This design comes from an exercise in tuning for small area and a short achievable clock period on the open sky130 flow, not from production work.
The RTL was checked by simulation tests, not by an equivalence proof against the original design.
Power and IR drop assume default switching activity.

Setup of rev 12:
==> module Divider, before the edit <==
module Divider #(parameter P1 = 1) (
    input clk,
    input [19:0] an,
    input [19:0] bn,
    input [19:0] a,
    input [19:0] b,
    output [19:0] quo
);
  wire [19:0] rem [0:10];
  wire [19:0] qb;
  reg  [2*P1-1:0] rem1_r, q1_r;
  assign rem[0] = 20'd0;
  wire [21:0] b3 = {2'b0, b} + {1'b0, b, 1'b0};
  genvar p;
  generate
    for (p = 1; p <= 10; p = p + 1) begin : pr
      localparam W = 2 * p;
      wire [19:0] a_s = (p <= P1) ? an : a;
      wire [21:0] m1 = (p <= P1) ? {2'b0, bn} : {2'b0, b};
      wire [21:0] m3 = (p <= P1) ? 22'd0 : b3;    
      wire [21:0] m2 = {m1[20:0], 1'b0};
      wire [19:0] rprev = (p == P1 + 1) ? {{(20-2*P1){1'b0}}, rem1_r} : rem[p-1];
      wire [W-1:0] r4;
      if (p == 1) begin : ra
        assign r4 = a_s[19:18];
      end else begin : rb
        assign r4 = {rprev[W-3:0], a_s[21-W:20-W]};
      end
      wire [W+1:0] t3 = (p <= P1) ? {2'b0, m1[W-1:0]} + {1'b0, m1[W-1:0], 1'b0} : {(W+2){1'b0}};
      wire c1, c2, c3;
      wire [W-1:0] d1, d2, d3;
      Cmp #(.K(W)) cmp1 (.r(r4), .m(m1[W-1:0]), .ge(c1), .d(d1));
      Cmp #(.K(W)) cmp2 (.r(r4), .m(m2[W-1:0]), .ge(c2), .d(d2));
      Cmp #(.K(W)) cmp3 (.r(r4), .m((p <= P1) ? t3[W-1:0] : m3[W-1:0]), .ge(c3), .d(d3));
      wire g1 = ~|m1[21:W] & c1;
      wire g2 = ~|m2[21:W] & c2;
      wire h3 = (p <= P1) ? (~|m1[21:W] & ~|t3[W+1:W]) : (~|m1[21:W-1] & ~m3[W]);
      wire g3 = h3 & c3;
      assign qb[21-W] = g2;
      assign qb[20-W] = g3 | (g1 & ~g2);
      assign rem[p] = g3 ? d3 : g2 ? d2 : g1 ? d1 : r4;
    end
  endgenerate
  always @(posedge clk) begin
    rem1_r <= rem[P1][2*P1-1:0];
    q1_r   <= qb[19:20-2*P1];
  end
  assign quo = {q1_r, qb[19-2*P1:0]};
endmodule
==> module Cmp, before the edit <==
module Cmp #(parameter K = 4) (
    input [K-1:0] r,
    input [K-1:0] m,
    output ge,
    output [K-1:0] d
);
  localparam L = (K <= 2) ? 1 : (K <= 4) ? 2 : (K <= 8) ? 3 : (K <= 16) ? 4 : 5;
  wire [K-1:0] G [0:L];
  wire [K-1:0] P [0:L];
  wire [K-1:0] GD [0:L];
  wire [K-1:0] PD [0:L];
  genvar i, l;
  generate
    for (i = 0; i < K; i = i + 1) begin : pg
      if (i == 0) begin : c
        assign G[0][i] = r[i] | ~m[i];    
      end else begin : n
        assign G[0][i] = r[i] & ~m[i];
      end
      assign P[0][i] = r[i] | ~m[i];
    end
    for (l = 0; l < L; l = l + 1) begin : up
      for (i = 0; i < K; i = i + 1) begin : bt
        if (((i + 1) % (2 << l)) == 0) begin : cmb
          assign G[l+1][i] = G[l][i] | (P[l][i] & G[l][i - (1 << l)]);
          assign P[l+1][i] = P[l][i] & P[l][i - (1 << l)];
        end else begin : pass
          assign G[l+1][i] = G[l][i];
          assign P[l+1][i] = P[l][i];
        end
      end
    end
    for (l = L - 1; l >= 0; l = l - 1) begin : dn
      for (i = 0; i < K; i = i + 1) begin : bt
        if ((((i + 1) % (2 << l)) == (1 << l)) && (i >= (2 << l))) begin : cmb
          assign GD[l][i] = GD[l+1][i] | (PD[l+1][i] & GD[l+1][i - (1 << l)]);
          assign PD[l][i] = PD[l+1][i] & PD[l+1][i - (1 << l)];
        end else begin : pass
          assign GD[l][i] = GD[l+1][i];
          assign PD[l][i] = PD[l+1][i];
        end
      end
    end
    assign GD[L] = G[L];
    assign PD[L] = P[L];
    wire [K:0] C = {GD[0], 1'b1};
    assign ge = C[K];
    for (i = 0; i < K; i = i + 1) begin : o
      assign d[i] = r[i] ^ (~m[i] ^ C[i]);
    end
  endgenerate
endmodule
Settings: LEC_CHECK=0, ABC_AREA=1, CAP_MARGIN=20, CORE_MARGIN=2, CORE_UTILIZATION=40, CTS_BUF_LIST=sky130_fd_sc_hd__clkbuf_16, CTS_CLUSTER_DIAMETER=80, CTS_CLUSTER_SIZE=24, SLEW_MARGIN=20, TNS_END_PERCENT=0; clock period 50.0 ns.
standard.sh (not shown) runs the stock make flow with config.mk's settings and CLKGATE_MAP_FILE= SYNTH_SCRIPT=/design/flow/synth_recipe.tcl, a recipe that flattens the netlist after the stock synthesis.
==> flow/flow/run.sh <==
#!/bin/bash
# The standard layout (standard.sh), with its timing repair steps aiming for
# a setup slack margin instead of zero slack.
set -uo pipefail
export SETUP_SLACK_MARGIN=37
bash standard.sh > standard.log 2>&1
status=$?
cp -r orfs/logs logs_orfs 2>/dev/null
exit $status
Setup changes, rev 12 to rev 13
diff --git a/flow/design.v b/flow/design.v
--- a/flow/design.v
+++ b/flow/design.v
@@ -61,7 +61,8 @@
       wire g3 = h3 & c3;
       assign qb[21-W] = g2;
       assign qb[20-W] = g3 | (g1 & ~g2);
-      assign rem[p] = g3 ? d3 : g2 ? d2 : g1 ? d1 : r4;
+      wire [W-1:0] fl = ({W{g3}} & d3) | ({W{g2 & ~g3}} & d2) | ({W{g1 & ~g2}} & d1);
+      assign rem[p] = r4 ^ fl;
     end
   endgenerate
   always @(posedge clk) begin
@@ -118,7 +119,7 @@
     wire [K:0] C = {GD[0], 1'b1};
     assign ge = C[K];
     for (i = 0; i < K; i = i + 1) begin : o
-      assign d[i] = r[i] ^ (~m[i] ^ C[i]);
+      assign d[i] = ~m[i] ^ C[i];
     end
   endgenerate
 endmodule
Results
Rev 13: all stages complete, timing, DRC and antenna checks passed. Average wire length per cell after detail routing down 0.74 um in rev 13 wrt rev 12. Rev 13 vs. rev 12: final wirelength went down by about 3.7%. Compared with rev 12, rev 13 is the less power-hungry design. Initial core utilization essentially unchanged between rev 13 and rev 12. Changes observed in rev 13 relative to rev 12: met1 layer usage reported by global route has decreased, cell area now sits lower, area overhead of the layout relative to synthesis picked up an extra 2.3 points. X dimension of the die: rev 13 < rev 12. Relative to rev 12, placeable core region has gone down in rev 13. Compared with rev 12, in rev 13 adder-cell share of the synthesized area lost 3.6 points, largest net degree at the start of global routing shows an increase of 5.

---

MipsMain, a different RTL version from the one above (not shown whole).
Size in the first run: about 7500 cells after synthesis, roughly 62 I/O pins.
==> module MipsMain, before the edit <==
module MipsMain(
    input clk,
    input reset,
    input [19:0] instruction,
    output [19:0] pc,
    output [19:0] writedata
);
  wire [3:0] op  = instruction[19:16];
  wire [3:0] rs  = instruction[15:12];
  wire [3:0] rt  = instruction[11:8];
  wire [3:0] rd  = instruction[7:4];
  wire [2:0] fn  = instruction[2:0];
  wire [7:0] imm = instruction[7:0];
  wire isR   = (op == 4'd0);
  wire isLW  = (op == 4'd1);
  wire isSW  = (op == 4'd2);
  wire isBEQ = (op == 4'd3);
  wire regwrite = isR | isLW;
  wire [3:0] wa = isR ? rd : rt;
  reg [19:0] pc_r, npc, A, B, D;
  wire [19:0] Dv = D;
  reg [19:0] R [0:15];
  reg [19:0] M [0:31];
  assign pc = pc_r;
  assign writedata = Dv;
  genvar gj, gm;
  wire [19:0] simm = {{12{imm[7]}}, imm};
  wire [19:0] asum = A + simm;
  wire [19:0] add  = A + B;
  wire [19:0] sub  = A - B;
  wire [19:0] mul;
  Mul20 mul1 (.a(A), .b(B), .p(mul));
  wire [19:0] quo;
  wire [4:0] maddr = A[4:0] + imm[4:0];
  wire [31:0] msel = 32'd1 << maddr;
  wire [19:0] mrd;
  generate
    for (gj = 0; gj < 20; gj = gj + 1) begin : mcol
      wire [31:0] t;
      for (gm = 0; gm < 32; gm = gm + 1) begin : w
        assign t[gm] = M[gm][gj] & msel[gm];
      end
      assign mrd[gj] = |t;     
    end
  endgenerate
  wire fR = isR & ~reset;
  wire [8:0] dsel = {
    isSW & ~reset,                             
    isLW & ~reset,                             
    fR & (fn == 3'd7),                         
    fR & (fn == 3'd6),                         
    fR & (fn == 3'd5),                         
    fR & (fn == 3'd4),                         
    fR & (fn == 3'd3),                         
    (fR & (fn == 3'd2)) | (isBEQ & ~reset),    
    fR & (fn == 3'd1)                          
  };
  wire [19:0] dnext;
  generate
    for (gj = 0; gj < 20; gj = gj + 1) begin : dcol
      wire [8:0] t = dsel & {asum[gj], mrd[gj], A[gj] ^ B[gj], A[gj] | B[gj],
                             A[gj] & B[gj], quo[gj], mul[gj], sub[gj], add[gj]};
      assign dnext[gj] = |t;
    end
  endgenerate
  wire taken = isBEQ & (A == B);
  wire [19:0] npc1 = npc + 20'd1;
  wire [19:0] npcb = npc1 + {12'd0, imm};
  wire [8:0]  rstb = {1'b0, imm} + 9'd1;
  always @(posedge clk) begin
    pc_r <= reset ? 20'd0 : npc;
    if (reset) npc <= taken ? {11'd0, rstb} : 20'd1;
    else       npc <= taken ? npcb : npc1;
  end
  wire [15:0] sa = 16'd1 << rs;
  wire [15:0] sb = 16'd1 << rt;
  wire [19:0] rA, rB;
  generate
    for (gj = 0; gj < 20; gj = gj + 1) begin : rcol
      wire [15:0] ta, tb;
      for (gm = 0; gm < 16; gm = gm + 1) begin : w
        assign ta[gm] = R[gm][gj] & sa[gm];
        assign tb[gm] = R[gm][gj] & sb[gm];
      end
      assign rA[gj] = |ta;
      assign rB[gj] = |tb;
    end
  endgenerate
  wire fwdA = (isR & (rd == rs)) | (isLW & (rt == rs));
  wire fwdB = isR & (rd == rt) | isLW;
  wire [19:0] An = (fwdA ? Dv : rA) & {20{~reset}};
  wire [19:0] Bn = (fwdB ? Dv : rB) & {20{~reset}};
  always @(posedge clk) begin
    A <= An;
    B <= Bn;
    D <= dnext;
  end
  wire [19:0] rwd = Dv & {20{~reset}};
  wire [15:0] rdh = 16'd1 << rd;
  wire [15:0] rth = sb;
  integer i;
  always @(posedge clk) begin
    for (i = 0; i < 16; i = i + 1)
      if (reset | (isR & rdh[i]) | (isLW & rth[i])) R[i] <= rwd;
  end
  wire [19:0] mw0 = B & {20{~reset}};
  wire [19:0] mw1 = B | {20{reset}};
  integer m;
  always @(posedge clk) begin
    for (m = 0; m < 32; m = m + 1)
      if (reset | (isSW & msel[m]))
        M[m] <= (mw1 & m) | (mw0 & ~m);
  end
  Divider div1 (.clk(clk), .an(An), .bn(Bn), .a(A), .b(B), .quo(quo));
endmodule
==> flow/config.mk <==
export PLATFORM = sky130hd
export DESIGN_NAME = MipsMain
export DESIGN_NICKNAME = MipsMain
export VERILOG_FILES = /design/flow/design.v
export SDC_FILE = /design/flow/constraint.sdc
export NUM_CORES = 4
export LEC_CHECK = 0
export ABC_AREA = 1
export CAP_MARGIN = 20
export CORE_MARGIN = 2
export CORE_UTILIZATION = 40
export CTS_BUF_LIST = sky130_fd_sc_hd__clkbuf_16
export CTS_CLUSTER_DIAMETER = 80
export CTS_CLUSTER_SIZE = 24
export SLEW_MARGIN = 20
export TNS_END_PERCENT = 0
==> flow/constraint.sdc <==
create_clock -name core_clock -period 50.0 [get_ports {clk}]
set_input_delay 10.0000 -clock core_clock [delete_from_list [all_inputs] [get_ports {clk}]]
set_output_delay 10.0000 -clock core_clock [all_outputs]
set_load 0.01 [all_outputs]
Scripts as last shown in full above: flow/flow/run.sh
Then changed:
--- a/flow/design.v
+++ b/flow/design.v
@@ -130,52 +130,53 @@
   reg [19:0] pc_r, npc, A, B, D;
   wire [19:0] Dv = D;
   reg [19:0] R [0:15];
   reg [19:0] M [0:31];
   assign pc = pc_r;
   assign writedata = Dv;
-  genvar gj, gm;
   wire [19:0] simm = {{12{imm[7]}}, imm};
   wire [19:0] asum = A + simm;
   wire [19:0] add  = A + B;
   wire [19:0] sub  = A - B;
   wire [19:0] mul;
   Mul20 mul1 (.a(A), .b(B), .p(mul));
   wire [19:0] quo;
+  reg [19:0] rres;
+  always @(*) begin
+    case (fn)
+      3'd1: rres = add;
+      3'd2: rres = sub;
+      3'd3: rres = mul;
+      3'd4: rres = quo;
+      3'd5: rres = A & B;
+      3'd6: rres = A | B;
+      3'd7: rres = A ^ B;
+      default: rres = 20'd0;
+    endcase
+  end
   wire [4:0] maddr = A[4:0] + imm[4:0];
   wire [31:0] msel = 32'd1 << maddr;
   wire [19:0] mrd;
+  genvar gj, gm;
   generate
     for (gj = 0; gj < 20; gj = gj + 1) begin : mcol
       wire [31:0] t;
       for (gm = 0; gm < 32; gm = gm + 1) begin : w
         assign t[gm] = M[gm][gj] & msel[gm];
       end
       assign mrd[gj] = |t;     
     end
   endgenerate
-  wire fR = isR & ~reset;
-  wire [8:0] dsel = {
-    isSW & ~reset,                             
-    isLW & ~reset,                             
-    fR & (fn == 3'd7),                         
-    fR & (fn == 3'd6),                         
-    fR & (fn == 3'd5),                         
-    fR & (fn == 3'd4),                         
-    fR & (fn == 3'd3),                         
-    (fR & (fn == 3'd2)) | (isBEQ & ~reset),    
-    fR & (fn == 3'd1)                          
-  };
-  wire [19:0] dnext;
-  generate
-    for (gj = 0; gj < 20; gj = gj + 1) begin : dcol
-      wire [8:0] t = dsel & {asum[gj], mrd[gj], A[gj] ^ B[gj], A[gj] | B[gj],
-                             A[gj] & B[gj], quo[gj], mul[gj], sub[gj], add[gj]};
-      assign dnext[gj] = |t;
-    end
-  endgenerate
+  reg [19:0] dnext;
+  always @(*) begin
+    if (isR) dnext = rres;
+    else if (isLW) dnext = mrd;
+    else if (isSW) dnext = asum;
+    else if (isBEQ) dnext = sub;
+    else dnext = 20'd0;
+  end
   wire taken = isBEQ & (A == B);
   wire [19:0] npc1 = npc + 20'd1;
   wire [19:0] npcb = npc1 + {12'd0, imm};
   wire [8:0]  rstb = {1'b0, imm} + 9'd1;
   always @(posedge clk) begin
     pc_r <= reset ? 20'd0 : npc;
@@ -193,28 +194,24 @@
         assign tb[gm] = R[gm][gj] & sb[gm];
       end
       assign rA[gj] = |ta;
       assign rB[gj] = |tb;
     end
   endgenerate
-  wire fwdA = (isR & (rd == rs)) | (isLW & (rt == rs));
-  wire fwdB = isR & (rd == rt) | isLW;
-  wire [19:0] An = (fwdA ? Dv : rA) & {20{~reset}};
-  wire [19:0] Bn = (fwdB ? Dv : rB) & {20{~reset}};
+  wire [19:0] An = reset ? 20'd0 : ((regwrite && wa == rs) ? Dv : rA);
+  wire [19:0] Bn = reset ? 20'd0 : ((regwrite && wa == rt) ? Dv : rB);
   always @(posedge clk) begin
     A <= An;
     B <= Bn;
-    D <= dnext;
+    D <= dnext & {20{~reset}};
   end
   wire [19:0] rwd = Dv & {20{~reset}};
-  wire [15:0] rdh = 16'd1 << rd;
-  wire [15:0] rth = sb;
   integer i;
   always @(posedge clk) begin
     for (i = 0; i < 16; i = i + 1)
-      if (reset | (isR & rdh[i]) | (isLW & rth[i])) R[i] <= rwd;
+      if (reset | (regwrite & (wa == i))) R[i] <= rwd;
   end
   wire [19:0] mw0 = B & {20{~reset}};
   wire [19:0] mw1 = B | {20{reset}};
   integer m;
   always @(posedge clk) begin
     for (m = 0; m < 32; m = m + 1)
Effect: The changed run ran to the end with no violations; total power goes up by 0.91%; die area goes up by 3.0%; global-route usage goes down by 1.3 points; area after synthesis goes up by 3.1%; routed wire length goes down by 1.6%; flip-flop and latch count does not change; first-iteration DRC count goes down by 12%; via count goes down by 0.47%; register-to-register slack hardly moves; final area goes up by 2.6%; combinational power goes up by about 1%; non-clock buffer count goes up by 68; final cell count goes up by 1.7%.

port drivers added, routing unchanged:
The results above use ideal ports. As a check the final layouts listed here were re-extracted and re-timed, cells and wires unchanged.
Step 1 assumes that a clkbuf_16 drives the clock port and a buf_2 every other input.
Step 2 times the ports against the registers' clock, not the clock port: input delays grow and output delays shrink by t, the midpoint of the rising clock arrivals with the driver on.
Slacks: ideal ports / drivers / drivers and shift; pairs: ideal ports / drivers.
run | t (ns) | slack for setup (ns) | worst hold slack (ns)
rev 12 | 0.737 | 36.614 / 36.650 / 35.913 | 0.458 / 0.458 / 0.458
rev 13 | 0.740 | 36.553 / 36.574 / 35.834 | 0.479 / 0.479 / 0.479
the first run of note 2 | 0.748 | 36.641 / 36.685 / 35.937 | 0.456 / 0.456 / 0.456
the second run of note 2 | 0.738 | 36.735 / 36.783 / 36.045 | 0.484 / 0.484 / 0.484
After both steps setup and hold are still met in every run listed. For rev 13, which loses most, drivers alone change the setup slack by +0.021 ns; drivers and shift together by -0.719 ns.
